Background: an optimization exercise with open tools, aiming at small area. Do not read the settings as production practice.
Function was checked by simulation only, so behaviour that the tests miss may differ from the original.

## flow/design.v (module list and top-level ports; edited modules follow where they fit)
// module TwoByEightMatMul: 1139 lines
// module MatMul: 40 lines
// module MatMul_top: 11 lines
module MatMul_top (
	input clk, read, resetn, cs,
	input[31:0] writedata,
	output[31:0] readdata,
	output[7:0] conduit
);
  // ...
==> flow/flow/run.sh <==
#!/bin/bash
# Own flow: the standard synthesis, then its combinational gates (all but
# the flip-flops, the full/half adder cells and the tie cells) mapped again by
# ABC with an area-oriented script (flow/area.abc), then the standard
# layout of that netlist. Registers keep the standard synthesis's names and
# cells. Each tool writes its full output to a log of its own here.
set -euo pipefail
W=$(pwd)
F=$W/flow
P=${FLOW_PLATFORM:-sky130hd}
R=$W/orfs/results/$P/MatMul_top/base
L=$W/orfs/logs/$P/MatMul_top/base
O=$W/orfs/objects/$P/MatMul_top/base
YOSYS=$FLOW_HOME/../tools/install/yosys/bin/yosys
[[ -x $YOSYS ]] || YOSYS=$(command -v yosys)
LIB=$FLOW_HOME/platforms/$P/lib/sky130_fd_sc_hd__tt_025C_1v80.lib

# 1. the standard synthesis
bash standard.sh synth > std_synth.log 2>&1

# 2. remap the combinational logic
python3 $F/mkfuncs.py $LIB $W/funcs.v > mkfuncs.log 2>&1
DU=$(grep -o -- '-dont_use [^ ]*' $L/1_2_yosys.log | sort -u | tr '\n' ' ')
cat > $W/remap.ys <<EOF
read_verilog $R/1_2_yosys.v
read_liberty -lib $LIB
techmap -map $W/funcs.v
techmap
opt -purge
abc -script $F/area.abc -liberty $LIB $DU -constr $O/abc.constr
splitnets
opt_clean -purge
hilomap -singleton -hicell sky130_fd_sc_hd__conb_1 HI -locell sky130_fd_sc_hd__conb_1 LO
insbuf -buf sky130_fd_sc_hd__buf_4 A X
opt_clean -purge
check -assert
stat -liberty $LIB
write_verilog -noattr -noexpr -nohex -nodec $W/remapped.v
EOF
$YOSYS -s $W/remap.ys > remap.log 2>&1

# 3. the standard layout of the remapped netlist, with plain buffers
# (buf_2) on the ports and no dummy loads in the clock tree (the standard synthesis's
# results are moved aside so make takes the remapped netlist from the start)
mkdir -p $W/std_synth
mv $R/1_* $W/std_synth/
bash standard.sh finish SYNTH_NETLIST_FILES=$W/remapped.v \
  "BUFFER_PORTS_ARGS=-buffer_cell sky130_fd_sc_hd__buf_2" \
  "CTS_ARGS=-sink_clustering_enable -repair_clock_nets -sink_clustering_size 16 -sink_clustering_max_diameter 60 -buf_list sky130_fd_sc_hd__clkbuf_8 -dont_use_dummy_load" \
  > std_layout.log 2>&1
==> flow/flow/area.abc <==
&get -n
&st
&dch
&nf
&put
==> flow/flow/mkfuncs.py <==
#!/usr/bin/env python3
"""Write a Yosys techmap file that turns each single-output combinational
sky130_fd_sc_hd cell (except the adders and tie cells) back into plain logic,
from the functions in the liberty file."""
import re, sys
lib = open(sys.argv[1]).read()
keep = re.compile(r"__(fa|ha|conb|fah|dlygate|dlymetal|clkdly|probe|lpflow|tap|fill|decap|diode|macro)")
out = []
for c in re.split(r'\n\s*cell\s*\(', lib)[1:]:
    name = re.match(r'"?(\w+)"?', c).group(1)
    if keep.search(name) or 'ff (' in c or 'latch (' in c or 'statetable' in c:
        continue
    pins = re.findall(r'pin\s*\(\s*"?(\w+)"?\s*\)\s*\{(.*?)\n\s{8}\}', c, re.S)
    ins, outs = [], []
    for p, body in pins:
        d = re.search(r'direction\s*:\s*"?(\w+)"?', body)
        if not d: continue
        if d.group(1) == 'input': ins.append(p)
        elif d.group(1) == 'output':
            f = re.search(r'function\s*:\s*"([^"]*)"', body)
            if f: outs.append((p, f.group(1)))
    if len(outs) != 1 or not ins: continue
    o, f = outs[0]
    f = f.replace('!', '~').replace('*', '&').replace('+', '|')
    f = re.sub(r'(\w+)\s+(?=[\w(~])', r'\1 & ', f)  # implicit AND by space
    f = re.sub(r'\)\s+(?=[\w(~])', ') & ', f)
    out.append(f"module {name}({', '.join(ins + [o])});\n  input {', '.join(ins)};\n  output {o};\n  assign {o} = {f};\nendmodule\n")
open(sys.argv[2], 'w').write("\n".join(out))
print(len(out), "cells")
==> flow/standard.sh <==
#!/bin/bash
# synth_recipe.tcl (not shown) runs the flow's synth.tcl, then flattens the netlist and writes it again
# the make line also repeats each setting of config.mk as NAME=value (left out here)
make -C /OpenROAD-flow-scripts/flow DESIGN_CONFIG=/design/flow/config.mk WORK_HOME=/design/flow/orfs CLKGATE_MAP_FILE= SYNTH_SCRIPT=/design/flow/synth_recipe.tcl "${@:-finish}"
==> flow/config.mk <==
export PLATFORM = sky130hd
export DESIGN_NAME = MatMul_top
export DESIGN_NICKNAME = MatMul_top
export VERILOG_FILES = /design/flow/design.v
export SDC_FILE = /design/flow/constraint.sdc
export NUM_CORES = 4
export LEC_CHECK = 0
export CAP_MARGIN = 20
export CORE_MARGIN = 2
export CORE_UTILIZATION = 40
export CTS_BUF_LIST = sky130_fd_sc_hd__clkbuf_8
export CTS_CLUSTER_DIAMETER = 60
export CTS_CLUSTER_SIZE = 16
export SLEW_MARGIN = 20
==> flow/constraint.sdc <==
create_clock -name core_clock -period 12.0 [get_ports {clk}]
set_input_delay 2.4000 -clock core_clock [delete_from_list [all_inputs] [get_ports {clk}]]
set_output_delay 2.4000 -clock core_clock [all_outputs]
set_load 0.01 [all_outputs]
==> impl_metrics.csv, run 1 <==
group,metric,value,unit
finish,num-multi-input-gates,1604,
global_routing,grtUsageMet2,35.31,%
timing,worstMarginPinSlew,1.111,ns
drt,drt_first_iter_violations,3845,
synth,netlist_instances,2576,
timing,hold-worst-slack,0.7112,ns
timing,layout_setup_ws,0.3416,ns
critical_path,worst_path_most_repeated_cell,"fa_1",
clock_tree,clock_path_buffers,3,
finish,seq_area_share,60.14,%
global_routing,busiest_layer,"met2",
drt,firstDrtPassIters,9,
timing,relSlewSlack,25.71,%
critical_path,max_stage_delay,0.58,ns
critical_path,path_class,"reg2out",
run_status,status,"complete, no violations",
worst_hold_path,min_path_cells,1,
finish,postLayoutCoreUtil,43.51,%
global_routing,grt_pass1_wl,173.5,mm
timing,setup_tns,0,ns
critical_path,crit_path_end_kind,"output port",
critical_path,endpoint,"conduit[6]",
clock_tree,ctsResizeCount,0,
global_routing,grt_max_degree,94,
critical_path,worstReg2RegEnd,"mm.ram_b[44][1]",
clock_tree,cts_root_buf,"clkbuf_8",
drt,wl_per_cell,28.75,µm
placed_design,place_hpwl,81.81,mm
global_routing,gr-usage-all-layers,22.06,%
die,die_area,0.1079,mm²
critical_path,crit_arrival,9.26,ns
synth,synthesis.area,0.04213,mm²
drt,route.met3.wl,10.66,mm
critical_path,reg2regPathDepth,5,
==> module MatMul, before the edit <==
module MatMul (
	input clk,
	input rw, cs, comdat,
	input[6:0] data_in,
	output[7:0] data_out
);
reg[6:0] addr;
reg[6:0] ram_a[0:63], ram_b[0:63];
reg[7:0] rsel, csel;
wire[6:0] addr_next = !cs ? addr : (rw || !comdat) ? addr + 7'd1 : data_in;
always @(posedge clk) begin
	addr <= addr_next;
	rsel <= 8'd1 << addr_next[6:4];
	csel <= 8'd1 << addr_next[3:1];
end
wire we = cs && !rw && !comdat;
integer n;
always @(posedge clk) begin
	for(n=0; n<64; n=n+1) begin
		if(we && addr == n)
			ram_a[n] <= data_in;
		if(we && addr == 64+n)
			ram_b[n] <= data_in;
	end
end
reg[55:0] arow, bcol;
integer k, r;
always @(*) begin
	arow = 56'd0;
	bcol = 56'd0;
	for(k=0; k<8; k=k+1)
		for(r=0; r<8; r=r+1) begin
			arow[7*k+:7] = arow[7*k+:7] | ({7{rsel[r]}} & ram_a[8*r+k]);
			bcol[7*k+:7] = bcol[7*k+:7] | ({7{csel[r]}} & ram_b[8*k+r]);
		end
end
wire[15:0] c;
TwoByEightMatMul dot(.a(arow), .b(bcol), .c(c));
assign data_out = addr[0] ? c[7:0] : c[15:8];
endmodule
==> run 2: changes to the inputs <==
--- a/flow/design.v
+++ b/flow/design.v
@@ -551,631 +551,631 @@
 wire fc77, fs77;
 assign {fc77, fs77} = fc45 + fc46 + fs72;
 wire fc78, fs78;
 assign {fc78, fs78} = fc47 + fs73 + fs74;
 wire fc79, fs79;
 assign {fc79, fs79} = fs75 + fs76 + fc48;
 wire fc80, fs80;
 assign {fc80, fs80} = fs77 + fc49 + fs78;
-wire hs0 = ~(fs79 ^ fc50);
-wire hc0 = fs79 | fc50;
 wire fc81, fs81;
-assign {fc81, fs81} = p0_0_5 + p0_1_4 + p0_2_3;
+assign {fc81, fs81} = fs79 + fc50 + fs80;
 wire fc82, fs82;
-assign {fc82, fs82} = p0_3_2 + p0_4_1 + p0_5_0;
+assign {fc82, fs82} = p0_0_5 + p0_1_4 + p0_2_3;
 wire fc83, fs83;
-assign {fc83, fs83} = p1_0_5 + p1_1_4 + p1_2_3;
+assign {fc83, fs83} = p0_3_2 + p0_4_1 + p0_5_0;
 wire fc84, fs84;
-assign {fc84, fs84} = p1_3_2 + p1_4_1 + p1_5_0;
+assign {fc84, fs84} = p1_0_5 + p1_1_4 + p1_2_3;
 wire fc85, fs85;
-assign {fc85, fs85} = p2_0_5 + p2_1_4 + p2_2_3;
+assign {fc85, fs85} = p1_3_2 + p1_4_1 + p1_5_0;
 wire fc86, fs86;
-assign {fc86, fs86} = p2_3_2 + p2_4_1 + p2_5_0;
+assign {fc86, fs86} = p2_0_5 + p2_1_4 + p2_2_3;
 wire fc87, fs87;
-assign {fc87, fs87} = p3_0_5 + p3_1_4 + p3_2_3;
+assign {fc87, fs87} = p2_3_2 + p2_4_1 + p2_5_0;
 wire fc88, fs88;
-assign {fc88, fs88} = p3_3_2 + p3_4_1 + p3_5_0;
+assign {fc88, fs88} = p3_0_5 + p3_1_4 + p3_2_3;
 wire fc89, fs89;
-assign {fc89, fs89} = p4_0_5 + p4_1_4 + p4_2_3;
+assign {fc89, fs89} = p3_3_2 + p3_4_1 + p3_5_0;
 wire fc90, fs90;
-assign {fc90, fs90} = p4_3_2 + p4_4_1 + p4_5_0;
+assign {fc90, fs90} = p4_0_5 + p4_1_4 + p4_2_3;
 wire fc91, fs91;
-assign {fc91, fs91} = p5_0_5 + p5_1_4 + p5_2_3;
+assign {fc91, fs91} = p4_3_2 + p4_4_1 + p4_5_0;
 wire fc92, fs92;
-assign {fc92, fs92} = p5_3_2 + p5_4_1 + p5_5_0;
+assign {fc92, fs92} = p5_0_5 + p5_1_4 + p5_2_3;
 wire fc93, fs93;
-assign {fc93, fs93} = p6_0_5 + p6_1_4 + p6_2_3;
+assign {fc93, fs93} = p5_3_2 + p5_4_1 + p5_5_0;
 wire fc94, fs94;
-assign {fc94, fs94} = p6_3_2 + p6_4_1 + p6_5_0;
+assign {fc94, fs94} = p6_0_5 + p6_1_4 + p6_2_3;
 wire fc95, fs95;
-assign {fc95, fs95} = p7_0_5 + p7_1_4 + p7_2_3;
+assign {fc95, fs95} = p6_3_2 + p6_4_1 + p6_5_0;
 wire fc96, fs96;
-assign {fc96, fs96} = p7_3_2 + p7_4_1 + p7_5_0;
+assign {fc96, fs96} = p7_0_5 + p7_1_4 + p7_2_3;
 wire fc97, fs97;
-assign {fc97, fs97} = fc51 + fc52 + fc53;
+assign {fc97, fs97} = p7_3_2 + p7_4_1 + p7_5_0;
 wire fc98, fs98;
-assign {fc98, fs98} = fc54 + fc55 + fc56;
+assign {fc98, fs98} = fc51 + fc52 + fc53;
 wire fc99, fs99;
-assign {fc99, fs99} = fc57 + fc58 + fc59;
+assign {fc99, fs99} = fc54 + fc55 + fc56;
 wire fc100, fs100;
-assign {fc100, fs100} = fc60 + fc61 + fc62;
+assign {fc100, fs100} = fc57 + fc58 + fc59;
 wire fc101, fs101;
-assign {fc101, fs101} = fc63 + fs81 + fs82;
+assign {fc101, fs101} = fc60 + fc61 + fc62;
 wire fc102, fs102;
-assign {fc102, fs102} = fs83 + fs84 + fs85;
+assign {fc102, fs102} = fc63 + fs82 + fs83;
 wire fc103, fs103;
-assign {fc103, fs103} = fs86 + fs87 + fs88;
+assign {fc103, fs103} = fs84 + fs85 + fs86;
 wire fc104, fs104;
-assign {fc104, fs104} = fs89 + fs90 + fs91;
+assign {fc104, fs104} = fs87 + fs88 + fs89;
 wire fc105, fs105;
-assign {fc105, fs105} = fs92 + fs93 + fs94;
+assign {fc105, fs105} = fs90 + fs91 + fs92;
 wire fc106, fs106;
-assign {fc106, fs106} = fs95 + fs96 + fc64;
+assign {fc106, fs106} = fs93 + fs94 + fs95;
 wire fc107, fs107;
-assign {fc107, fs107} = fc65 + fc66 + fc67;
+assign {fc107, fs107} = fs96 + fs97 + fc64;
 wire fc108, fs108;
-assign {fc108, fs108} = fc68 + fc69 + fc70;
+assign {fc108, fs108} = fc65 + fc66 + fc67;
 wire fc109, fs109;
-assign {fc109, fs109} = fc71 + fs100 + fs97;
+assign {fc109, fs109} = fc68 + fc69 + fc70;
 wire fc110, fs110;
-assign {fc110, fs110} = fs98 + fs99 + fs101;
+assign {fc110, fs110} = fc71 + fs100 + fs101;
 wire fc111, fs111;
-assign {fc111, fs111} = fs102 + fs103 + fs104;
+assign {fc111, fs111} = fs98 + fs99 + fs102;
 wire fc112, fs112;
-assign {fc112, fs112} = fs105 + fc72 + fc73;
+assign {fc112, fs112} = fs103 + fs104 + fs105;
 wire fc113, fs113;
-assign {fc113, fs113} = fc74 + fs106 + fc75;
+assign {fc113, fs113} = fs106 + fc72 + fc73;
 wire fc114, fs114;
-assign {fc114, fs114} = fs107 + fs108 + fs109;
+assign {fc114, fs114} = fc74 + fs107 + fc75;
 wire fc115, fs115;
-assign {fc115, fs115} = fs110 + fs111 + fc76;
+assign {fc115, fs115} = fs108 + fs109 + fs110;
 wire fc116, fs116;
-assign {fc116, fs116} = fc77 + fc78 + fs112;
+assign {fc116, fs116} = fs111 + fs112 + fc76;
 wire fc117, fs117;
-assign {fc117, fs117} = fs113 + fs114 + fs115;
+assign {fc117, fs117} = fc77 + fc78 + fs113;
 wire fc118, fs118;
-assign {fc118, fs118} = fc79 + fc80 + fs116;
-wire hs1 = ~(fs117 ^ hc0);
-wire hc1 = fs117 | hc0;
+assign {fc118, fs118} = fs114 + fs115 + fs116;
 wire fc119, fs119;
-assign {fc119, fs119} = p0_0_6 + p0_1_5 + p0_2_4;
+assign {fc119, fs119} = fc79 + fc80 + fs117;
 wire fc120, fs120;
-assign {fc120, fs120} = p0_3_3 + p0_4_2 + p0_5_1;
+assign {fc120, fs120} = fs118 + fc81 + fs119;
 wire fc121, fs121;
-assign {fc121, fs121} = p0_6_0 + p1_0_6 + p1_1_5;
+assign {fc121, fs121} = p0_0_6 + p0_1_5 + p0_2_4;
 wire fc122, fs122;
-assign {fc122, fs122} = p1_2_4 + p1_3_3 + p1_4_2;
+assign {fc122, fs122} = p0_3_3 + p0_4_2 + p0_5_1;
 wire fc123, fs123;
-assign {fc123, fs123} = p1_5_1 + p1_6_0 + p2_0_6;
+assign {fc123, fs123} = p0_6_0 + p1_0_6 + p1_1_5;
 wire fc124, fs124;
-assign {fc124, fs124} = p2_1_5 + p2_2_4 + p2_3_3;
+assign {fc124, fs124} = p1_2_4 + p1_3_3 + p1_4_2;
 wire fc125, fs125;
-assign {fc125, fs125} = p2_4_2 + p2_5_1 + p2_6_0;
+assign {fc125, fs125} = p1_5_1 + p1_6_0 + p2_0_6;
 wire fc126, fs126;
-assign {fc126, fs126} = p3_0_6 + p3_1_5 + p3_2_4;
+assign {fc126, fs126} = p2_1_5 + p2_2_4 + p2_3_3;
 wire fc127, fs127;
-assign {fc127, fs127} = p3_3_3 + p3_4_2 + p3_5_1;
+assign {fc127, fs127} = p2_4_2 + p2_5_1 + p2_6_0;
 wire fc128, fs128;
-assign {fc128, fs128} = p3_6_0 + p4_0_6 + p4_1_5;
+assign {fc128, fs128} = p3_0_6 + p3_1_5 + p3_2_4;
 wire fc129, fs129;
-assign {fc129, fs129} = p4_2_4 + p4_3_3 + p4_4_2;
+assign {fc129, fs129} = p3_3_3 + p3_4_2 + p3_5_1;
 wire fc130, fs130;
-assign {fc130, fs130} = p4_5_1 + p4_6_0 + p5_0_6;
+assign {fc130, fs130} = p3_6_0 + p4_0_6 + p4_1_5;
 wire fc131, fs131;
-assign {fc131, fs131} = p5_1_5 + p5_2_4 + p5_3_3;
+assign {fc131, fs131} = p4_2_4 + p4_3_3 + p4_4_2;
 wire fc132, fs132;
-assign {fc132, fs132} = p5_4_2 + p5_5_1 + p5_6_0;
+assign {fc132, fs132} = p4_5_1 + p4_6_0 + p5_0_6;
 wire fc133, fs133;
-assign {fc133, fs133} = p6_0_6 + p6_1_5 + p6_2_4;
+assign {fc133, fs133} = p5_1_5 + p5_2_4 + p5_3_3;
 wire fc134, fs134;
-assign {fc134, fs134} = p6_3_3 + p6_4_2 + p6_5_1;
+assign {fc134, fs134} = p5_4_2 + p5_5_1 + p5_6_0;
 wire fc135, fs135;
-assign {fc135, fs135} = p6_6_0 + p7_0_6 + p7_1_5;
+assign {fc135, fs135} = p6_0_6 + p6_1_5 + p6_2_4;
 wire fc136, fs136;
-assign {fc136, fs136} = p7_2_4 + p7_3_3 + p7_4_2;
+assign {fc136, fs136} = p6_3_3 + p6_4_2 + p6_5_1;
 wire fc137, fs137;
-assign {fc137, fs137} = p7_5_1 + p7_6_0 + fc81;
+assign {fc137, fs137} = p6_6_0 + p7_0_6 + p7_1_5;
 wire fc138, fs138;
-assign {fc138, fs138} = fc82 + fc83 + fc84;
+assign {fc138, fs138} = p7_2_4 + p7_3_3 + p7_4_2;
 wire fc139, fs139;
-assign {fc139, fs139} = fc85 + fc86 + fc87;
+assign {fc139, fs139} = p7_5_1 + p7_6_0 + fc82;
 wire fc140, fs140;
-assign {fc140, fs140} = fc88 + fc89 + fc90;
+assign {fc140, fs140} = fc83 + fc84 + fc85;
 wire fc141, fs141;
-assign {fc141, fs141} = fc91 + fc92 + fc93;
+assign {fc141, fs141} = fc86 + fc87 + fc88;
 wire fc142, fs142;
-assign {fc142, fs142} = fc94 + fc95 + fc96;
+assign {fc142, fs142} = fc89 + fc90 + fc91;
 wire fc143, fs143;
-assign {fc143, fs143} = fs119 + fs120 + fs121;
+assign {fc143, fs143} = fc92 + fc93 + fc94;
 wire fc144, fs144;
-assign {fc144, fs144} = fs122 + fs123 + fs124;
+assign {fc144, fs144} = fc95 + fc96 + fc97;
 wire fc145, fs145;
-assign {fc145, fs145} = fs125 + fs126 + fs127;
+assign {fc145, fs145} = fs121 + fs122 + fs123;
 wire fc146, fs146;
-assign {fc146, fs146} = fs128 + fs129 + fs130;
+assign {fc146, fs146} = fs124 + fs125 + fs126;
 wire fc147, fs147;
-assign {fc147, fs147} = fs131 + fs132 + fs133;
+assign {fc147, fs147} = fs127 + fs128 + fs129;
 wire fc148, fs148;
-assign {fc148, fs148} = fs134 + fs135 + fs136;
+assign {fc148, fs148} = fs130 + fs131 + fs132;
 wire fc149, fs149;
-assign {fc149, fs149} = fc100 + fc97 + fc98;
+assign {fc149, fs149} = fs133 + fs134 + fs135;
 wire fc150, fs150;
-assign {fc150, fs150} = fc99 + fc101 + fc102;
+assign {fc150, fs150} = fs136 + fs137 + fs138;
 wire fc151, fs151;
-assign {fc151, fs151} = fc103 + fc104 + fc105;
+assign {fc151, fs151} = fc100 + fc101 + fc98;
 wire fc152, fs152;
-assign {fc152, fs152} = fs137 + fs138 + fs139;
+assign {fc152, fs152} = fc99 + fc102 + fc103;
 wire fc153, fs153;
-assign {fc153, fs153} = fs140 + fs141 + fs142;
+assign {fc153, fs153} = fc104 + fc105 + fc106;
 wire fc154, fs154;
-assign {fc154, fs154} = fs143 + fs144 + fs145;
+assign {fc154, fs154} = fs139 + fs140 + fs141;
 wire fc155, fs155;
-assign {fc155, fs155} = fs146 + fs147 + fs148;
+assign {fc155, fs155} = fs142 + fs143 + fs144;
 wire fc156, fs156;
-assign {fc156, fs156} = fc106 + fc107 + fc108;
+assign {fc156, fs156} = fs145 + fs146 + fs147;
 wire fc157, fs157;
-assign {fc157, fs157} = fc109 + fs149 + fc110;
+assign {fc157, fs157} = fs148 + fs149 + fs150;
 wire fc158, fs158;
-assign {fc158, fs158} = fc111 + fs150 + fs151;
+assign {fc158, fs158} = fc107 + fc108 + fc109;
 wire fc159, fs159;
-assign {fc159, fs159} = fs152 + fs153 + fs154;
+assign {fc159, fs159} = fc110 + fs151 + fc111;
 wire fc160, fs160;
-assign {fc160, fs160} = fs155 + fc112 + fc113;
+assign {fc160, fs160} = fc112 + fs152 + fs153;
 wire fc161, fs161;
-assign {fc161, fs161} = fc114 + fs156 + fs157;
+assign {fc161, fs161} = fs154 + fs155 + fs156;
 wire fc162, fs162;
-assign {fc162, fs162} = fs158 + fc115 + fs159;
+assign {fc162, fs162} = fs157 + fc113 + fc114;
 wire fc163, fs163;
-assign {fc163, fs163} = fc116 + fs160 + fs161;
+assign {fc163, fs163} = fc115 + fs158 + fs159;
 wire fc164, fs164;
-assign {fc164, fs164} = fc117 + fs162 + fc118;
-wire hs2 = ~(fs163 ^ hc1);
-wire hc2 = fs163 | hc1;
+assign {fc164, fs164} = fs160 + fc116 + fs161;
 wire fc165, fs165;
-assign {fc165, fs165} = p0_1_6 + p0_2_5 + p0_3_4;
+assign {fc165, fs165} = fc117 + fs162 + fs163;
 wire fc166, fs166;
-assign {fc166, fs166} = p0_4_3 + p0_5_2 + p0_6_1;
+assign {fc166, fs166} = fc118 + fs164 + fc119;
 wire fc167, fs167;
-assign {fc167, fs167} = p1_1_6 + p1_2_5 + p1_3_4;
+assign {fc167, fs167} = fs165 + fc120 + fs166;
 wire fc168, fs168;
-assign {fc168, fs168} = p1_4_3 + p1_5_2 + p1_6_1;
+assign {fc168, fs168} = p0_1_6 + p0_2_5 + p0_3_4;
 wire fc169, fs169;
-assign {fc169, fs169} = p2_1_6 + p2_2_5 + p2_3_4;
+assign {fc169, fs169} = p0_4_3 + p0_5_2 + p0_6_1;
 wire fc170, fs170;
-assign {fc170, fs170} = p2_4_3 + p2_5_2 + p2_6_1;
+assign {fc170, fs170} = p1_1_6 + p1_2_5 + p1_3_4;
 wire fc171, fs171;
-assign {fc171, fs171} = p3_1_6 + p3_2_5 + p3_3_4;
+assign {fc171, fs171} = p1_4_3 + p1_5_2 + p1_6_1;
 wire fc172, fs172;
-assign {fc172, fs172} = p3_4_3 + p3_5_2 + p3_6_1;
+assign {fc172, fs172} = p2_1_6 + p2_2_5 + p2_3_4;
 wire fc173, fs173;
-assign {fc173, fs173} = p4_1_6 + p4_2_5 + p4_3_4;
+assign {fc173, fs173} = p2_4_3 + p2_5_2 + p2_6_1;
 wire fc174, fs174;
-assign {fc174, fs174} = p4_4_3 + p4_5_2 + p4_6_1;
+assign {fc174, fs174} = p3_1_6 + p3_2_5 + p3_3_4;
 wire fc175, fs175;
-assign {fc175, fs175} = p5_1_6 + p5_2_5 + p5_3_4;
+assign {fc175, fs175} = p3_4_3 + p3_5_2 + p3_6_1;
 wire fc176, fs176;
-assign {fc176, fs176} = p5_4_3 + p5_5_2 + p5_6_1;
+assign {fc176, fs176} = p4_1_6 + p4_2_5 + p4_3_4;
 wire fc177, fs177;
-assign {fc177, fs177} = p6_1_6 + p6_2_5 + p6_3_4;
+assign {fc177, fs177} = p4_4_3 + p4_5_2 + p4_6_1;
 wire fc178, fs178;
-assign {fc178, fs178} = p6_4_3 + p6_5_2 + p6_6_1;
+assign {fc178, fs178} = p5_1_6 + p5_2_5 + p5_3_4;
 wire fc179, fs179;
-assign {fc179, fs179} = p7_1_6 + p7_2_5 + p7_3_4;
+assign {fc179, fs179} = p5_4_3 + p5_5_2 + p5_6_1;
 wire fc180, fs180;
-assign {fc180, fs180} = p7_4_3 + p7_5_2 + p7_6_1;
+assign {fc180, fs180} = p6_1_6 + p6_2_5 + p6_3_4;
 wire fc181, fs181;
-assign {fc181, fs181} = fc119 + fc120 + fc121;
+assign {fc181, fs181} = p6_4_3 + p6_5_2 + p6_6_1;
 wire fc182, fs182;
-assign {fc182, fs182} = fc122 + fc123 + fc124;
+assign {fc182, fs182} = p7_1_6 + p7_2_5 + p7_3_4;
 wire fc183, fs183;
-assign {fc183, fs183} = fc125 + fc126 + fc127;
+assign {fc183, fs183} = p7_4_3 + p7_5_2 + p7_6_1;
 wire fc184, fs184;
-assign {fc184, fs184} = fc128 + fc129 + fc130;
+assign {fc184, fs184} = fc121 + fc122 + fc123;
 wire fc185, fs185;
-assign {fc185, fs185} = fc131 + fc132 + fc133;
+assign {fc185, fs185} = fc124 + fc125 + fc126;
 wire fc186, fs186;
-assign {fc186, fs186} = fc134 + fc135 + fc136;
+assign {fc186, fs186} = fc127 + fc128 + fc129;
 wire fc187, fs187;
-assign {fc187, fs187} = fs165 + fs166 + fs167;
+assign {fc187, fs187} = fc130 + fc131 + fc132;
 wire fc188, fs188;
-assign {fc188, fs188} = fs168 + fs169 + fs170;
+assign {fc188, fs188} = fc133 + fc134 + fc135;
 wire fc189, fs189;
-assign {fc189, fs189} = fs171 + fs172 + fs173;
+assign {fc189, fs189} = fc136 + fc137 + fc138;
 wire fc190, fs190;
-assign {fc190, fs190} = fs174 + fs175 + fs176;
+assign {fc190, fs190} = fs168 + fs169 + fs170;
 wire fc191, fs191;
-assign {fc191, fs191} = fs177 + fs178 + fs179;
+assign {fc191, fs191} = fs171 + fs172 + fs173;
 wire fc192, fs192;
-assign {fc192, fs192} = fs180 + fc137 + fc138;
+assign {fc192, fs192} = fs174 + fs175 + fs176;
 wire fc193, fs193;
-assign {fc193, fs193} = fc139 + fc140 + fc141;
+assign {fc193, fs193} = fs177 + fs178 + fs179;
 wire fc194, fs194;
-assign {fc194, fs194} = fc142 + fc143 + fc144;
+assign {fc194, fs194} = fs180 + fs181 + fs182;
 wire fc195, fs195;
-assign {fc195, fs195} = fc145 + fc146 + fc147;
+assign {fc195, fs195} = fs183 + fc139 + fc140;
 wire fc196, fs196;
-assign {fc196, fs196} = fc148 + fs181 + fs182;
+assign {fc196, fs196} = fc141 + fc142 + fc143;
 wire fc197, fs197;
-assign {fc197, fs197} = fs183 + fs184 + fs185;
+assign {fc197, fs197} = fc144 + fc145 + fc146;
 wire fc198, fs198;
-assign {fc198, fs198} = fs186 + fs187 + fs188;
+assign {fc198, fs198} = fc147 + fc148 + fc149;
 wire fc199, fs199;
-assign {fc199, fs199} = fs189 + fs190 + fs191;
+assign {fc199, fs199} = fc150 + fs184 + fs185;
 wire fc200, fs200;
-assign {fc200, fs200} = fc149 + fc150 + fc151;
+assign {fc200, fs200} = fs186 + fs187 + fs188;
 wire fc201, fs201;
-assign {fc201, fs201} = fc152 + fc153 + fs192;
+assign {fc201, fs201} = fs189 + fs190 + fs191;
 wire fc202, fs202;
-assign {fc202, fs202} = fs193 + fc154 + fc155;
+assign {fc202, fs202} = fs192 + fs193 + fs194;
 wire fc203, fs203;
-assign {fc203, fs203} = fs194 + fs195 + fs196;
+assign {fc203, fs203} = fc151 + fc152 + fc153;
 wire fc204, fs204;
-assign {fc204, fs204} = fs197 + fs198 + fs199;
+assign {fc204, fs204} = fc154 + fc155 + fs195;
 wire fc205, fs205;
-assign {fc205, fs205} = fc156 + fc157 + fc158;
+assign {fc205, fs205} = fs196 + fc156 + fc157;
 wire fc206, fs206;
-assign {fc206, fs206} = fs200 + fs201 + fc159;
+assign {fc206, fs206} = fs197 + fs198 + fs199;
 wire fc207, fs207;
-assign {fc207, fs207} = fs202 + fs203 + fs204;
+assign {fc207, fs207} = fs200 + fs201 + fs202;
 wire fc208, fs208;
-assign {fc208, fs208} = fc160 + fc161 + fs205;
+assign {fc208, fs208} = fc158 + fc159 + fc160;
 wire fc209, fs209;
-assign {fc209, fs209} = fc162 + fs206 + fs207;
+assign {fc209, fs209} = fs203 + fs204 + fc161;
 wire fc210, fs210;
-assign {fc210, fs210} = fc163 + fs208 + fs209;
-wire hs3 = ~(fc164 ^ hc2);
-wire hc3 = fc164 | hc2;
+assign {fc210, fs210} = fs205 + fs206 + fs207;
 wire fc211, fs211;
-assign {fc211, fs211} = p0_2_6 + p0_3_5 + p0_4_4;
+assign {fc211, fs211} = fc162 + fc163 + fs208;
 wire fc212, fs212;
-assign {fc212, fs212} = p0_5_3 + p0_6_2 + p1_2_6;
+assign {fc212, fs212} = fc164 + fs209 + fs210;
 wire fc213, fs213;
-assign {fc213, fs213} = p1_3_5 + p1_4_4 + p1_5_3;
+assign {fc213, fs213} = fc165 + fs211 + fs212;
 wire fc214, fs214;
-assign {fc214, fs214} = p1_6_2 + p2_2_6 + p2_3_5;
+assign {fc214, fs214} = fc166 + fs213 + fc167;
 wire fc215, fs215;
-assign {fc215, fs215} = p2_4_4 + p2_5_3 + p2_6_2;
+assign {fc215, fs215} = p0_2_6 + p0_3_5 + p0_4_4;
 wire fc216, fs216;
-assign {fc216, fs216} = p3_2_6 + p3_3_5 + p3_4_4;
+assign {fc216, fs216} = p0_5_3 + p0_6_2 + p1_2_6;
 wire fc217, fs217;
-assign {fc217, fs217} = p3_5_3 + p3_6_2 + p4_2_6;
+assign {fc217, fs217} = p1_3_5 + p1_4_4 + p1_5_3;
 wire fc218, fs218;
-assign {fc218, fs218} = p4_3_5 + p4_4_4 + p4_5_3;
+assign {fc218, fs218} = p1_6_2 + p2_2_6 + p2_3_5;
 wire fc219, fs219;
-assign {fc219, fs219} = p4_6_2 + p5_2_6 + p5_3_5;
+assign {fc219, fs219} = p2_4_4 + p2_5_3 + p2_6_2;
 wire fc220, fs220;
-assign {fc220, fs220} = p5_4_4 + p5_5_3 + p5_6_2;
+assign {fc220, fs220} = p3_2_6 + p3_3_5 + p3_4_4;
 wire fc221, fs221;
-assign {fc221, fs221} = p6_2_6 + p6_3_5 + p6_4_4;
+assign {fc221, fs221} = p3_5_3 + p3_6_2 + p4_2_6;
 wire fc222, fs222;
-assign {fc222, fs222} = p6_5_3 + p6_6_2 + p7_2_6;
+assign {fc222, fs222} = p4_3_5 + p4_4_4 + p4_5_3;
 wire fc223, fs223;
-assign {fc223, fs223} = p7_3_5 + p7_4_4 + p7_5_3;
+assign {fc223, fs223} = p4_6_2 + p5_2_6 + p5_3_5;
 wire fc224, fs224;
-assign {fc224, fs224} = p7_6_2 + fc165 + fc166;
+assign {fc224, fs224} = p5_4_4 + p5_5_3 + p5_6_2;
 wire fc225, fs225;
-assign {fc225, fs225} = fc167 + fc168 + fc169;
+assign {fc225, fs225} = p6_2_6 + p6_3_5 + p6_4_4;
 wire fc226, fs226;
-assign {fc226, fs226} = fc170 + fc171 + fc172;
+assign {fc226, fs226} = p6_5_3 + p6_6_2 + p7_2_6;
 wire fc227, fs227;
-assign {fc227, fs227} = fc173 + fc174 + fc175;
+assign {fc227, fs227} = p7_3_5 + p7_4_4 + p7_5_3;
 wire fc228, fs228;
-assign {fc228, fs228} = fc176 + fc177 + fc178;
+assign {fc228, fs228} = p7_6_2 + fc168 + fc169;
 wire fc229, fs229;
-assign {fc229, fs229} = fc179 + fc180 + fs211;
+assign {fc229, fs229} = fc170 + fc171 + fc172;
 wire fc230, fs230;
-assign {fc230, fs230} = fs212 + fs213 + fs214;
+assign {fc230, fs230} = fc173 + fc174 + fc175;
 wire fc231, fs231;
-assign {fc231, fs231} = fs215 + fs216 + fs217;
+assign {fc231, fs231} = fc176 + fc177 + fc178;
 wire fc232, fs232;
-assign {fc232, fs232} = fs218 + fs219 + fs220;
+assign {fc232, fs232} = fc179 + fc180 + fc181;
 wire fc233, fs233;
-assign {fc233, fs233} = fs221 + fs222 + fs223;
+assign {fc233, fs233} = fc182 + fc183 + fs215;
 wire fc234, fs234;
-assign {fc234, fs234} = fc181 + fc182 + fc183;
+assign {fc234, fs234} = fs216 + fs217 + fs218;
 wire fc235, fs235;
-assign {fc235, fs235} = fc184 + fc185 + fc186;
+assign {fc235, fs235} = fs219 + fs220 + fs221;
 wire fc236, fs236;
-assign {fc236, fs236} = fc187 + fc188 + fc189;
+assign {fc236, fs236} = fs222 + fs223 + fs224;
 wire fc237, fs237;
-assign {fc237, fs237} = fc190 + fc191 + fs224;
+assign {fc237, fs237} = fs225 + fs226 + fs227;
 wire fc238, fs238;
-assign {fc238, fs238} = fs225 + fs226 + fs227;
+assign {fc238, fs238} = fc184 + fc185 + fc186;
 wire fc239, fs239;
-assign {fc239, fs239} = fs228 + fs229 + fs230;
+assign {fc239, fs239} = fc187 + fc188 + fc189;
 wire fc240, fs240;
-assign {fc240, fs240} = fs231 + fs232 + fs233;
+assign {fc240, fs240} = fc190 + fc191 + fc192;
 wire fc241, fs241;
-assign {fc241, fs241} = fc192 + fc193 + fc194;
+assign {fc241, fs241} = fc193 + fc194 + fs228;
 wire fc242, fs242;
-assign {fc242, fs242} = fc195 + fc196 + fc197;
+assign {fc242, fs242} = fs229 + fs230 + fs231;
 wire fc243, fs243;
-assign {fc243, fs243} = fs234 + fs235 + fc198;
+assign {fc243, fs243} = fs232 + fs233 + fs234;
 wire fc244, fs244;
-assign {fc244, fs244} = fc199 + fs236 + fs237;
+assign {fc244, fs244} = fs235 + fs236 + fs237;
 wire fc245, fs245;
-assign {fc245, fs245} = fs238 + fs239 + fs240;
+assign {fc245, fs245} = fc195 + fc196 + fc197;
 wire fc246, fs246;
-assign {fc246, fs246} = fc200 + fc201 + fc202;
+assign {fc246, fs246} = fc198 + fc199 + fc200;
 wire fc247, fs247;
-assign {fc247, fs247} = fc203 + fs241 + fs242;
+assign {fc247, fs247} = fs238 + fs239 + fc201;
 wire fc248, fs248;
-assign {fc248, fs248} = fc204 + fs243 + fs244;
+assign {fc248, fs248} = fc202 + fs240 + fs241;
 wire fc249, fs249;
-assign {fc249, fs249} = fs245 + fc205 + fc206;
+assign {fc249, fs249} = fs242 + fs243 + fs244;
 wire fc250, fs250;
-assign {fc250, fs250} = fs246 + fs247 + fc207;
+assign {fc250, fs250} = fc203 + fc204 + fc205;
 wire fc251, fs251;
-assign {fc251, fs251} = fs248 + fc208 + fs249;
+assign {fc251, fs251} = fc206 + fs245 + fs246;
 wire fc252, fs252;
-assign {fc252, fs252} = fc209 + fs250 + fs251;
-wire hs4 = ~(fc210 ^ hc3);
-wire hc4 = fc210 | hc3;
+assign {fc252, fs252} = fc207 + fs247 + fs248;
 wire fc253, fs253;
-assign {fc253, fs253} = p0_3_6 + p0_4_5 + p0_5_4;
+assign {fc253, fs253} = fs249 + fc208 + fc209;
 wire fc254, fs254;
-assign {fc254, fs254} = p0_6_3 + p1_3_6 + p1_4_5;
+assign {fc254, fs254} = fs250 + fs251 + fc210;
 wire fc255, fs255;
-assign {fc255, fs255} = p1_5_4 + p1_6_3 + p2_3_6;
+assign {fc255, fs255} = fs252 + fc211 + fs253;
 wire fc256, fs256;
-assign {fc256, fs256} = p2_4_5 + p2_5_4 + p2_6_3;
+assign {fc256, fs256} = fc212 + fs254 + fs255;
+wire hs0 = ~(fc213 ^ fs256);
+wire hc0 = fc213 | fs256;
 wire fc257, fs257;
-assign {fc257, fs257} = p3_3_6 + p3_4_5 + p3_5_4;
+assign {fc257, fs257} = p0_3_6 + p0_4_5 + p0_5_4;
 wire fc258, fs258;
-assign {fc258, fs258} = p3_6_3 + p4_3_6 + p4_4_5;
+assign {fc258, fs258} = p0_6_3 + p1_3_6 + p1_4_5;
 wire fc259, fs259;
-assign {fc259, fs259} = p4_5_4 + p4_6_3 + p5_3_6;
+assign {fc259, fs259} = p1_5_4 + p1_6_3 + p2_3_6;
 wire fc260, fs260;
-assign {fc260, fs260} = p5_4_5 + p5_5_4 + p5_6_3;
+assign {fc260, fs260} = p2_4_5 + p2_5_4 + p2_6_3;
 wire fc261, fs261;
-assign {fc261, fs261} = p6_3_6 + p6_4_5 + p6_5_4;
+assign {fc261, fs261} = p3_3_6 + p3_4_5 + p3_5_4;
 wire fc262, fs262;
-assign {fc262, fs262} = p6_6_3 + p7_3_6 + p7_4_5;
+assign {fc262, fs262} = p3_6_3 + p4_3_6 + p4_4_5;
 wire fc263, fs263;
-assign {fc263, fs263} = p7_5_4 + p7_6_3 + fc211;
+assign {fc263, fs263} = p4_5_4 + p4_6_3 + p5_3_6;
 wire fc264, fs264;
-assign {fc264, fs264} = fc212 + fc213 + fc214;
+assign {fc264, fs264} = p5_4_5 + p5_5_4 + p5_6_3;
 wire fc265, fs265;
-assign {fc265, fs265} = fc215 + fc216 + fc217;
+assign {fc265, fs265} = p6_3_6 + p6_4_5 + p6_5_4;
 wire fc266, fs266;
-assign {fc266, fs266} = fc218 + fc219 + fc220;
+assign {fc266, fs266} = p6_6_3 + p7_3_6 + p7_4_5;
 wire fc267, fs267;
-assign {fc267, fs267} = fc221 + fc222 + fc223;
+assign {fc267, fs267} = p7_5_4 + p7_6_3 + fc215;
 wire fc268, fs268;
-assign {fc268, fs268} = fs253 + fs254 + fs255;
+assign {fc268, fs268} = fc216 + fc217 + fc218;
 wire fc269, fs269;
-assign {fc269, fs269} = fs256 + fs257 + fs258;
+assign {fc269, fs269} = fc219 + fc220 + fc221;
 wire fc270, fs270;
-assign {fc270, fs270} = fs259 + fs260 + fs261;
+assign {fc270, fs270} = fc222 + fc223 + fc224;
 wire fc271, fs271;
-assign {fc271, fs271} = fs262 + fc224 + fc225;
+assign {fc271, fs271} = fc225 + fc226 + fc227;
 wire fc272, fs272;
-assign {fc272, fs272} = fc226 + fc227 + fc228;
+assign {fc272, fs272} = fs257 + fs258 + fs259;
 wire fc273, fs273;
-assign {fc273, fs273} = fc229 + fc230 + fc231;
+assign {fc273, fs273} = fs260 + fs261 + fs262;
 wire fc274, fs274;
-assign {fc274, fs274} = fc232 + fc233 + fs263;
+assign {fc274, fs274} = fs263 + fs264 + fs265;
 wire fc275, fs275;
-assign {fc275, fs275} = fs264 + fs265 + fs266;
+assign {fc275, fs275} = fs266 + fc228 + fc229;
 wire fc276, fs276;
-assign {fc276, fs276} = fs267 + fs268 + fs269;
+assign {fc276, fs276} = fc230 + fc231 + fc232;
 wire fc277, fs277;
-assign {fc277, fs277} = fs270 + fc234 + fc235;
+assign {fc277, fs277} = fc233 + fc234 + fc235;
 wire fc278, fs278;
-assign {fc278, fs278} = fc236 + fc237 + fc238;
+assign {fc278, fs278} = fc236 + fc237 + fs267;
 wire fc279, fs279;
-assign {fc279, fs279} = fs271 + fs272 + fc239;
+assign {fc279, fs279} = fs268 + fs269 + fs270;
 wire fc280, fs280;
-assign {fc280, fs280} = fc240 + fs273 + fs274;
+assign {fc280, fs280} = fs271 + fs272 + fs273;
 wire fc281, fs281;
-assign {fc281, fs281} = fs275 + fs276 + fc241;
+assign {fc281, fs281} = fs274 + fc238 + fc239;
 wire fc282, fs282;
-assign {fc282, fs282} = fc242 + fs277 + fc243;
+assign {fc282, fs282} = fc240 + fc241 + fc242;
 wire fc283, fs283;
-assign {fc283, fs283} = fc244 + fs278 + fc245;
+assign {fc283, fs283} = fs275 + fs276 + fc243;
 wire fc284, fs284;
-assign {fc284, fs284} = fs279 + fs280 + fc246;
+assign {fc284, fs284} = fc244 + fs277 + fs278;
 wire fc285, fs285;
-assign {fc285, fs285} = fc247 + fs281 + fc248;
+assign {fc285, fs285} = fs279 + fs280 + fc245;
 wire fc286, fs286;
-assign {fc286, fs286} = fs282 + fs283 + fc249;
+assign {fc286, fs286} = fc246 + fs281 + fc247;
 wire fc287, fs287;
-assign {fc287, fs287} = fs284 + fc250 + fs285;
+assign {fc287, fs287} = fc248 + fs282 + fc249;
 wire fc288, fs288;
-assign {fc288, fs288} = fc251 + fs286 + fs287;
-wire hs5 = ~(hc4 ^ fc252);
-wire hc5 = hc4 | fc252;
+assign {fc288, fs288} = fs283 + fs284 + fc250;
 wire fc289, fs289;
-assign {fc289, fs289} = p0_4_6 + p0_5_5 + p0_6_4;
+assign {fc289, fs289} = fc251 + fs285 + fc252;
 wire fc290, fs290;
-assign {fc290, fs290} = p1_4_6 + p1_5_5 + p1_6_4;
+assign {fc290, fs290} = fs286 + fs287 + fc253;
 wire fc291, fs291;
-assign {fc291, fs291} = p2_4_6 + p2_5_5 + p2_6_4;
+assign {fc291, fs291} = fs288 + fc254 + fs289;
 wire fc292, fs292;
-assign {fc292, fs292} = p3_4_6 + p3_5_5 + p3_6_4;
+assign {fc292, fs292} = fc255 + fs290 + fs291;
+wire hs1 = ~(fc256 ^ fs292);
+wire hc1 = fc256 | fs292;
 wire fc293, fs293;
-assign {fc293, fs293} = p4_4_6 + p4_5_5 + p4_6_4;
+assign {fc293, fs293} = p0_4_6 + p0_5_5 + p0_6_4;
 wire fc294, fs294;
-assign {fc294, fs294} = p5_4_6 + p5_5_5 + p5_6_4;
+assign {fc294, fs294} = p1_4_6 + p1_5_5 + p1_6_4;
 wire fc295, fs295;
-assign {fc295, fs295} = p6_4_6 + p6_5_5 + p6_6_4;
+assign {fc295, fs295} = p2_4_6 + p2_5_5 + p2_6_4;
 wire fc296, fs296;
-assign {fc296, fs296} = p7_4_6 + p7_5_5 + p7_6_4;
+assign {fc296, fs296} = p3_4_6 + p3_5_5 + p3_6_4;
 wire fc297, fs297;
-assign {fc297, fs297} = fc253 + fc254 + fc255;
+assign {fc297, fs297} = p4_4_6 + p4_5_5 + p4_6_4;
 wire fc298, fs298;
-assign {fc298, fs298} = fc256 + fc257 + fc258;
+assign {fc298, fs298} = p5_4_6 + p5_5_5 + p5_6_4;
 wire fc299, fs299;
-assign {fc299, fs299} = fc259 + fc260 + fc261;
+assign {fc299, fs299} = p6_4_6 + p6_5_5 + p6_6_4;
 wire fc300, fs300;
-assign {fc300, fs300} = fc262 + fs289 + fs290;
+assign {fc300, fs300} = p7_4_6 + p7_5_5 + p7_6_4;
 wire fc301, fs301;
-assign {fc301, fs301} = fs291 + fs292 + fs293;
+assign {fc301, fs301} = fc257 + fc258 + fc259;
 wire fc302, fs302;
-assign {fc302, fs302} = fs294 + fs295 + fs296;
+assign {fc302, fs302} = fc260 + fc261 + fc262;
 wire fc303, fs303;
 assign {fc303, fs303} = fc263 + fc264 + fc265;
 wire fc304, fs304;
-assign {fc304, fs304} = fc266 + fc267 + fc268;
+assign {fc304, fs304} = fc266 + fs293 + fs294;
 wire fc305, fs305;
-assign {fc305, fs305} = fc269 + fc270 + fs297;
+assign {fc305, fs305} = fs295 + fs296 + fs297;
 wire fc306, fs306;
 assign {fc306, fs306} = fs298 + fs299 + fs300;
 wire fc307, fs307;
-assign {fc307, fs307} = fs301 + fs302 + fc271;
+assign {fc307, fs307} = fc267 + fc268 + fc269;
 wire fc308, fs308;
-assign {fc308, fs308} = fc272 + fc273 + fc274;
+assign {fc308, fs308} = fc270 + fc271 + fc272;
 wire fc309, fs309;
-assign {fc309, fs309} = fc275 + fs303 + fc276;
+assign {fc309, fs309} = fc273 + fc274 + fs301;
 wire fc310, fs310;
-assign {fc310, fs310} = fs304 + fs305 + fs306;
+assign {fc310, fs310} = fs302 + fs303 + fs304;
 wire fc311, fs311;
-assign {fc311, fs311} = fc277 + fc278 + fs307;
+assign {fc311, fs311} = fs305 + fs306 + fc275;
 wire fc312, fs312;
-assign {fc312, fs312} = fc279 + fc280 + fs308;
+assign {fc312, fs312} = fc276 + fc277 + fc278;
 wire fc313, fs313;
-assign {fc313, fs313} = fs309 + fs310 + fc281;
+assign {fc313, fs313} = fc279 + fs307 + fc280;
 wire fc314, fs314;
-assign {fc314, fs314} = fc282 + fs311 + fc283;
+assign {fc314, fs314} = fs308 + fs309 + fs310;
 wire fc315, fs315;
-assign {fc315, fs315} = fs312 + fc284 + fs313;
+assign {fc315, fs315} = fc281 + fc282 + fs311;
 wire fc316, fs316;
-assign {fc316, fs316} = fc285 + fs314 + fc286;
+assign {fc316, fs316} = fc283 + fc284 + fs312;
 wire fc317, fs317;
-assign {fc317, fs317} = fs315 + fc287 + fs316;
-wire hs6 = ~(fc288 ^ hc5);
-wire hc6 = fc288 | hc5;
+assign {fc317, fs317} = fs313 + fs314 + fc285;
 wire fc318, fs318;
-assign {fc318, fs318} = p0_5_6 + p0_6_5 + p1_5_6;
+assign {fc318, fs318} = fc286 + fs315 + fc287;
 wire fc319, fs319;
-assign {fc319, fs319} = p1_6_5 + p2_5_6 + p2_6_5;
+assign {fc319, fs319} = fs316 + fc288 + fs317;
 wire fc320, fs320;
-assign {fc320, fs320} = p3_5_6 + p3_6_5 + p4_5_6;
+assign {fc320, fs320} = fc289 + fs318 + fc290;
 wire fc321, fs321;
-assign {fc321, fs321} = p4_6_5 + p5_5_6 + p5_6_5;
+assign {fc321, fs321} = fs319 + fc291 + fs320;
+wire hs2 = ~(fc292 ^ hc1);
+wire hc2 = fc292 | hc1;
 wire fc322, fs322;
-assign {fc322, fs322} = p6_5_6 + p6_6_5 + p7_5_6;
+assign {fc322, fs322} = p0_5_6 + p0_6_5 + p1_5_6;
 wire fc323, fs323;
-assign {fc323, fs323} = p7_6_5 + fc289 + fc290;
+assign {fc323, fs323} = p1_6_5 + p2_5_6 + p2_6_5;
 wire fc324, fs324;
-assign {fc324, fs324} = fc291 + fc292 + fc293;
+assign {fc324, fs324} = p3_5_6 + p3_6_5 + p4_5_6;
 wire fc325, fs325;
-assign {fc325, fs325} = fc294 + fc295 + fc296;
+assign {fc325, fs325} = p4_6_5 + p5_5_6 + p5_6_5;
 wire fc326, fs326;
-assign {fc326, fs326} = fs318 + fs319 + fs320;
+assign {fc326, fs326} = p6_5_6 + p6_6_5 + p7_5_6;
 wire fc327, fs327;
-assign {fc327, fs327} = fs321 + fs322 + fc297;
+assign {fc327, fs327} = p7_6_5 + fc293 + fc294;
 wire fc328, fs328;
-assign {fc328, fs328} = fc298 + fc299 + fc300;
+assign {fc328, fs328} = fc295 + fc296 + fc297;
 wire fc329, fs329;
-assign {fc329, fs329} = fc301 + fc302 + fs323;
+assign {fc329, fs329} = fc298 + fc299 + fc300;
 wire fc330, fs330;
-assign {fc330, fs330} = fs324 + fs325 + fs326;
+assign {fc330, fs330} = fs322 + fs323 + fs324;
 wire fc331, fs331;
-assign {fc331, fs331} = fc303 + fc304 + fc305;
+assign {fc331, fs331} = fs325 + fs326 + fc301;
 wire fc332, fs332;
-assign {fc332, fs332} = fs327 + fc306 + fs328;
+assign {fc332, fs332} = fc302 + fc303 + fc304;
 wire fc333, fs333;
-assign {fc333, fs333} = fs329 + fs330 + fc307;
+assign {fc333, fs333} = fc305 + fc306 + fs327;
 wire fc334, fs334;
-assign {fc334, fs334} = fc308 + fc309 + fs331;
+assign {fc334, fs334} = fs328 + fs329 + fs330;
 wire fc335, fs335;
-assign {fc335, fs335} = fc310 + fs332 + fc311;
+assign {fc335, fs335} = fc307 + fc308 + fc309;
 wire fc336, fs336;
-assign {fc336, fs336} = fs333 + fc312 + fs334;
+assign {fc336, fs336} = fs331 + fc310 + fs332;
 wire fc337, fs337;
-assign {fc337, fs337} = fc313 + fs335 + fc314;
+assign {fc337, fs337} = fs333 + fs334 + fc311;
 wire fc338, fs338;
-assign {fc338, fs338} = fs336 + fc315 + fs337;
+assign {fc338, fs338} = fc312 + fc313 + fs335;
 wire fc339, fs339;
-assign {fc339, fs339} = fc316 + fs338 + fc317;
+assign {fc339, fs339} = fc314 + fs336 + fc315;
 wire fc340, fs340;
-assign {fc340, fs340} = p0_6_6 + p1_6_6 + p2_6_6;
+assign {fc340, fs340} = fs337 + fc316 + fs338;
 wire fc341, fs341;
-assign {fc341, fs341} = p3_6_6 + p4_6_6 + p5_6_6;
+assign {fc341, fs341} = fc317 + fs339 + fc318;
 wire fc342, fs342;
-assign {fc342, fs342} = p6_6_6 + p7_6_6 + fc318;
+assign {fc342, fs342} = fs340 + fc319 + fs341;
 wire fc343, fs343;
-assign {fc343, fs343} = fc319 + fc320 + fc321;
+assign {fc343, fs343} = fc320 + fs342 + fc321;
 wire fc344, fs344;
-assign {fc344, fs344} = fc322 + fs340 + fs341;
+assign {fc344, fs344} = p0_6_6 + p1_6_6 + p2_6_6;
 wire fc345, fs345;
-assign {fc345, fs345} = fc323 + fc324 + fc325;
+assign {fc345, fs345} = p3_6_6 + p4_6_6 + p5_6_6;
 wire fc346, fs346;
-assign {fc346, fs346} = fc326 + fs342 + fs343;
+assign {fc346, fs346} = p6_6_6 + p7_6_6 + fc322;
 wire fc347, fs347;
-assign {fc347, fs347} = fs344 + fc327 + fc328;
+assign {fc347, fs347} = fc323 + fc324 + fc325;
 wire fc348, fs348;
-assign {fc348, fs348} = fc329 + fs345 + fc330;
+assign {fc348, fs348} = fc326 + fs344 + fs345;
 wire fc349, fs349;
-assign {fc349, fs349} = fs346 + fc331 + fc332;
+assign {fc349, fs349} = fc327 + fc328 + fc329;
 wire fc350, fs350;
-assign {fc350, fs350} = fs347 + fs348 + fc333;
+assign {fc350, fs350} = fc330 + fs346 + fs347;
 wire fc351, fs351;
-assign {fc351, fs351} = fc334 + fs349 + fc335;
+assign {fc351, fs351} = fs348 + fc331 + fc332;
 wire fc352, fs352;
-assign {fc352, fs352} = fs350 + fc336 + fs351;
+assign {fc352, fs352} = fc333 + fs349 + fc334;
 wire fc353, fs353;
-assign {fc353, fs353} = fc337 + fs352 + fc338;
+assign {fc353, fs353} = fs350 + fc335 + fc336;
 wire fc354, fs354;
-assign {fc354, fs354} = fc340 + fc341 + fc342;
+assign {fc354, fs354} = fs351 + fs352 + fc337;
 wire fc355, fs355;
-assign {fc355, fs355} = fc343 + fc344 + fc345;
+assign {fc355, fs355} = fc338 + fs353 + fc339;
 wire fc356, fs356;
-assign {fc356, fs356} = fc346 + fs354 + fc347;
+assign {fc356, fs356} = fs354 + fc340 + fs355;
 wire fc357, fs357;
-assign {fc357, fs357} = fs355 + fc348 + fc349;
+assign {fc357, fs357} = fc341 + fs356 + fc342;
 wire fc358, fs358;
-assign {fc358, fs358} = fs356 + fc350 + fs357;
+assign {fc358, fs358} = fc344 + fc345 + fc346;
 wire fc359, fs359;
-assign {fc359, fs359} = fc351 + fs358 + fc352;
+assign {fc359, fs359} = fc347 + fc348 + fc349;
 wire fc360, fs360;
-assign {fc360, fs360} = fc354 + fc355 + fc356;
+assign {fc360, fs360} = fc350 + fs358 + fc351;
 wire fc361, fs361;
-assign {fc361, fs361} = fc357 + fs360 + fc358;
-wire[15:0] xn = {fc360, fs361, fs359, fs353, hc6, fs317, fs288, hs4, fs210, fs164, fs118, fs80, fc27, fs27, fs11, fs1};
-wire[15:0] yn = {fc361, fc359, fc353, fc339, fs339, hs6, hs5, fs252, hs3, hs2, hs1, hs0, fs50, 1'b1, 1'b1, fs2};
+assign {fc361, fs361} = fs359 + fc352 + fc353;
+wire fc362, fs362;
+assign {fc362, fs362} = fs360 + fc354 + fs361;
+wire fc363, fs363;
+assign {fc363, fs363} = fc355 + fs362 + fc356;
+wire fc364, fs364;
+assign {fc364, fs364} = fc358 + fc359 + fc360;
+wire fc365, fs365;
+assign {fc365, fs365} = fc361 + fs364 + fc362;
+wire[15:0] xn = {fc364, fs365, fs363, fs357, hc2, fs321, hc0, fc214, fs214, fs167, fs120, fs81, fc27, fs27, fs11, fs1};
+wire[15:0] yn = {fc365, fc363, fc357, fc343, fs343, hs2, hs1, hs0, 1'b1, 1'b1, 1'b1, 1'b1, fs50, 1'b1, 1'b1, fs2};
 wire[15:0] cn = xn + yn + 16'd1;
 assign c = ~cn;
 endmodule
 module MatMul (
 	input clk,
 	input rw, cs, comdat,
 	input[6:0] data_in,
 	output[7:0] data_out
 );
 reg[6:0] addr;
 reg[6:0] ram_a[0:63], ram_b[0:63];
-reg[7:0] rsel, csel;
+reg[7:0] rsel_n, csel_n;
 wire[6:0] addr_next = !cs ? addr : (rw || !comdat) ? addr + 7'd1 : data_in;
 always @(posedge clk) begin
 	addr <= addr_next;
-	rsel <= 8'd1 << addr_next[6:4];
-	csel <= 8'd1 << addr_next[3:1];
+	rsel_n <= ~(8'd1 << addr_next[6:4]);
+	csel_n <= ~(8'd1 << addr_next[3:1]);
 end
 wire we = cs && !rw && !comdat;
 integer n;
 always @(posedge clk) begin
 	for(n=0; n<64; n=n+1) begin
 		if(we && addr == n)
 			ram_a[n] <= data_in;
 		if(we && addr == 64+n)
 			ram_b[n] <= data_in;
 	end
 end
 reg[55:0] arow, bcol;
 integer k, r;
 always @(*) begin
-	arow = 56'd0;
-	bcol = 56'd0;
+	arow = {56{1'b1}};
+	bcol = {56{1'b1}};
 	for(k=0; k<8; k=k+1)
 		for(r=0; r<8; r=r+1) begin
-			arow[7*k+:7] = arow[7*k+:7] | ({7{rsel[r]}} & ram_a[8*r+k]);
-			bcol[7*k+:7] = bcol[7*k+:7] | ({7{csel[r]}} & ram_b[8*k+r]);
+			arow[7*k+:7] = arow[7*k+:7] & ({7{rsel_n[r]}} | ram_a[8*r+k]);
+			bcol[7*k+:7] = bcol[7*k+:7] & ({7{csel_n[r]}} | ram_b[8*k+r]);
 		end
 end
 wire[15:0] c;
 TwoByEightMatMul dot(.a(arow), .b(bcol), .c(c));
 assign data_out = addr[0] ? c[7:0] : c[15:8];
 endmodule
 module MatMul_top (
 	input clk, read, resetn, cs,
==> flow/flow/run.sh (replaced) <==
#!/bin/bash
# Own flow: the standard synthesis and layout, with plain buffers (buf_2)
# on the ports and no dummy loads in the clock tree.
set -euo pipefail
bash standard.sh finish \
  "BUFFER_PORTS_ARGS=-buffer_cell sky130_fd_sc_hd__buf_2" \
  "CTS_ARGS=-sink_clustering_enable -repair_clock_nets -sink_clustering_size 10 -sink_clustering_max_diameter 50 -buf_list sky130_fd_sc_hd__clkbuf_4 -dont_use_dummy_load" \
  > std_flow.log 2>&1
removed: flow/flow/area.abc
removed: flow/flow/mkfuncs.py
==> impl_metrics.csv, run 2 <==
group,metric,value,unit
die,die_width,331.9,µm
drt,routed_via_density,5.932,
synth,yosysMostFrequentCell,"edfxtp_1",
clock_tree,cts_buffers,106,
global_routing,grt_antenna_before_repair,4,
timing,rsz0062_at_grt,"false",
placed_design,place_congestion,0.9660,
die,core.rowCount,120,
timing,max_freq,85.52,MHz
synth,postSynthAreaPerCell,15.12,µm²
critical_path,path_class,"reg2out",
clock_tree,cts_root_buf,"clkbuf_4",
finish,drive_above_1_share,9.690,%
critical_path,max_stage_delay,0.73,ns
timing,final.setup_skew,0.1103,ns
critical_path,crit_chain,"buf_12, o22ai_1, or4_1, nor2_1, fa_1, fa_1, fa_1, fa_1, fa_1, fa_1, fa_1, fa_1, inv_1, fa_1, inv_1, fa_1, inv_1, ha_1, a21oi_1, o21ai_0, a311oi_1, xnor2_1, mux2i_1, buf_2",
critical_path,crit_family,"adder cells",
drt,firstDrtPassIters,5,
timing,relSlewSlack,22.81,%
synth,synth_flop_cell,"edfxtp_1",
placed_design,dpl_worst_slack,0.9941,ns
critical_path,cp.buffers_inverters,5,
critical_path,required,9.60,ns
die,die_h,331.9,µm
global_routing,grt_max_degree,91,
finish,reg_top3,"mm.ram_a x448, mm.ram_b x448",
timing,finalSetupViolCount,0,
die,initial_core_util,40.23,%
timing,setup_tns,0,ns
synth,synth_seq_area_share,63.66,%
synth,netlist_top_cells_count,"edfxtp_1, nor2_1, o22ai_1, fa_1, clkbuf_1",
worst_hold_path,holdCritPathClass,"reg2reg",
synth,yosysTopAreaCell,"edfxtp_1",
synth,ys_types,52,
synth,synthesis.area,0.04300,mm²
finish,postLayoutCoreUtil,42.32,%
die,core,0.1069,mm²
clock_tree,clock_path_buffers,3,
timing,fin_crit,11.69,ns
finish,area_growth,5.194,%
drt,drc_errors,0,
global_routing,first_global_vias,25490,
clock_tree,clk_pin_slew,0.10,ns
synth,yosys_warnings,3,
synth,ys_seq_elements,919,
critical_path,worst_path_most_repeated_cell,"fa_1",
synth,netlist_instances,2844,
run_status,status,"complete, no violations",
critical_path,crit_path_end_kind,"output port",
critical_path,cp_max_fo,41,
synth,synth_edf_count,897,
critical_path,crit_slowest_cell,"or4_1",
synth,async_reset_ff_share,0,%
drt,drt_first_iter_violations,2696,
die,die_area,0.1101,mm²
synth,yosys-top-cells-area,"edfxtp_1, fa_1, o22ai_1, nor2_1, or4_1",
critical_path,rr_startpoint,"mm.addr[0]",
placed_design,port_buffers,26,
timing,worstMarginPinSlew,1.155,ns
critical_path,startpoint,"mm.rsel_n[4]",
critical_path,crit_arrival,9.29,ns
timing,maxSlewViolCount,0,
placed_design,place_hpwl,81.49,mm
die,ioPinCount,76,
clock_tree,htree_levels,3,
critical_path,crit_path_start_kind,"flip-flop",
run,drv_cap,0,
drt,num_vias,24800,
finish,mostFrequentLayoutCell,"edfxtp_1",
clock_tree,cts_tree,"done",
clock_tree,clock_latency,0.99,ns
finish,mostFrequentLayoutCells,"edfxtp_1, nor2_1, o22ai_1",
worst_hold_path,hold_path.startpoint,"mm.addr[3]",
global_routing,gr-usage-all-layers,21.43,%
global_routing,grt_pass1_wl,173.4,mm
clock_tree,cts_sinks,919,
drt,wl,119.0,mm
drt,wl_per_cell,28.47,µm
timing,period_share,97.44,%
timing,hold_viol_final,0,
drt,detail-route-antenna-nets,0,
global_routing,grt_overflow,0,
finish,final_nets,3197,
clock_tree,postCtsHoldBufs,0,
timing,layout_setup_ws,0.3073,ns
synth,yosysTopAreaCellShare,62.64,%
[run 2: final cells by class]
type / count / area, µm²
inverter: 39 / 146.4
timing repair buffer: 66 / 666.9
tap: 1403 / 1755
fill: 9484 / 61670
multi-input combinational: 1646 / 14460
antenna: 1 / 2.502
sequential: 919 / 27410
clock buffer: 106 / 795.8
[run 2: timing repair]
item	in CTS	in global routing
gates resized for setup	2	80
setup endpoints to repair	6	10
buffers inserted	0	1
pin swaps	0	0
[run 2: worst reg2reg max path: cells and delay by family (launching register included)]
kind,cells,cell delay [ns]
buffers and inverters,1,0.56
flip-flops,1,0.74
AND/OR/NAND/NOR,2,1.88
adder cells (fa/ha/maj),1,0.30
[run 2: cell families after synthesis]
| logic type | synth area share, % |
|---|---|
| compound gates | 7.227 |
| xor+xnor | 0.2648 |
| fa+ha+maj | 17.53 |
| buf+inv | 3.556 |
| flops | 63.66 |
| mux | 0.1659 |
| other cells | 0.008720 |
| simple gates | 7.582 |
[run 2: metal layers]
layer / vias to the layer above / track usage, % / part of all wire (%)
met5: - / 0 / 0.034
met4: 6 / 7.998 / 3.3
met3: 234 / 4.052 / 9.2
met2: 1410 / 34.09 / 47
met1: 12830 / 29.46 / 41
li1: 10310 / - / -
[run 2: through the flow]
stage	instance area (µm²)	std cells	hold WS, ns
final	45240	4180	0.7017
after floorplan	43090	2867	0.6352
after global routing	45240	4180	0.7397
after CTS	44910	4178	0.6882
after global placement	44090	4071	0.6438
after detailed placement	44110	4072	0.6730
[run 2: worst paths after layout]
| path | depth (start not counted) | end | slack (ns) |
|---|---|---|---|
| setup / recovery | 24 | readdata[6] | 0.31 |
| hold / removal | 1 | mm.addr[3] | 0.70 |
| setup reg to reg | 4 | mm.ram_b[12][0] | 8.09 |
| hold reg to reg | 1 | mm.addr[3] | 0.70 |

static timing again, ports no longer ideal:
In the flow no input, the clock included, has a driving cell. The finished layouts below were timed again as built, in two steps.
Step 1, drivers: a clkbuf_16 drives clk and a buf_2 each remaining input, both assumed.
Step 2 also shifts input and output timing later by t, the mid clock arrival at the registers, as if the neighbouring blocks saw the same clock.
Slacks: no drivers / after step 1 / after step 2; pairs: no drivers / after step 1.
| run | shift t [ns] | setup WS [ns] | worst hold slack (ns) | slew at the worst register clock pin (ns) | pins driven straight from the clock port |
|---|---|---|---|---|---|
| run 1 | 0.744 | 0.342 / 0.272 / 1.017 | 0.711 / 0.711 / 0.711 | 0.10 / 0.10 | 1 |
| run 2 | 0.990 | 0.307 / 0.252 / 1.242 | 0.702 / 0.702 / 0.702 | 0.12 / 0.12 | 1 |
After both steps setup and hold are still met in every run listed.
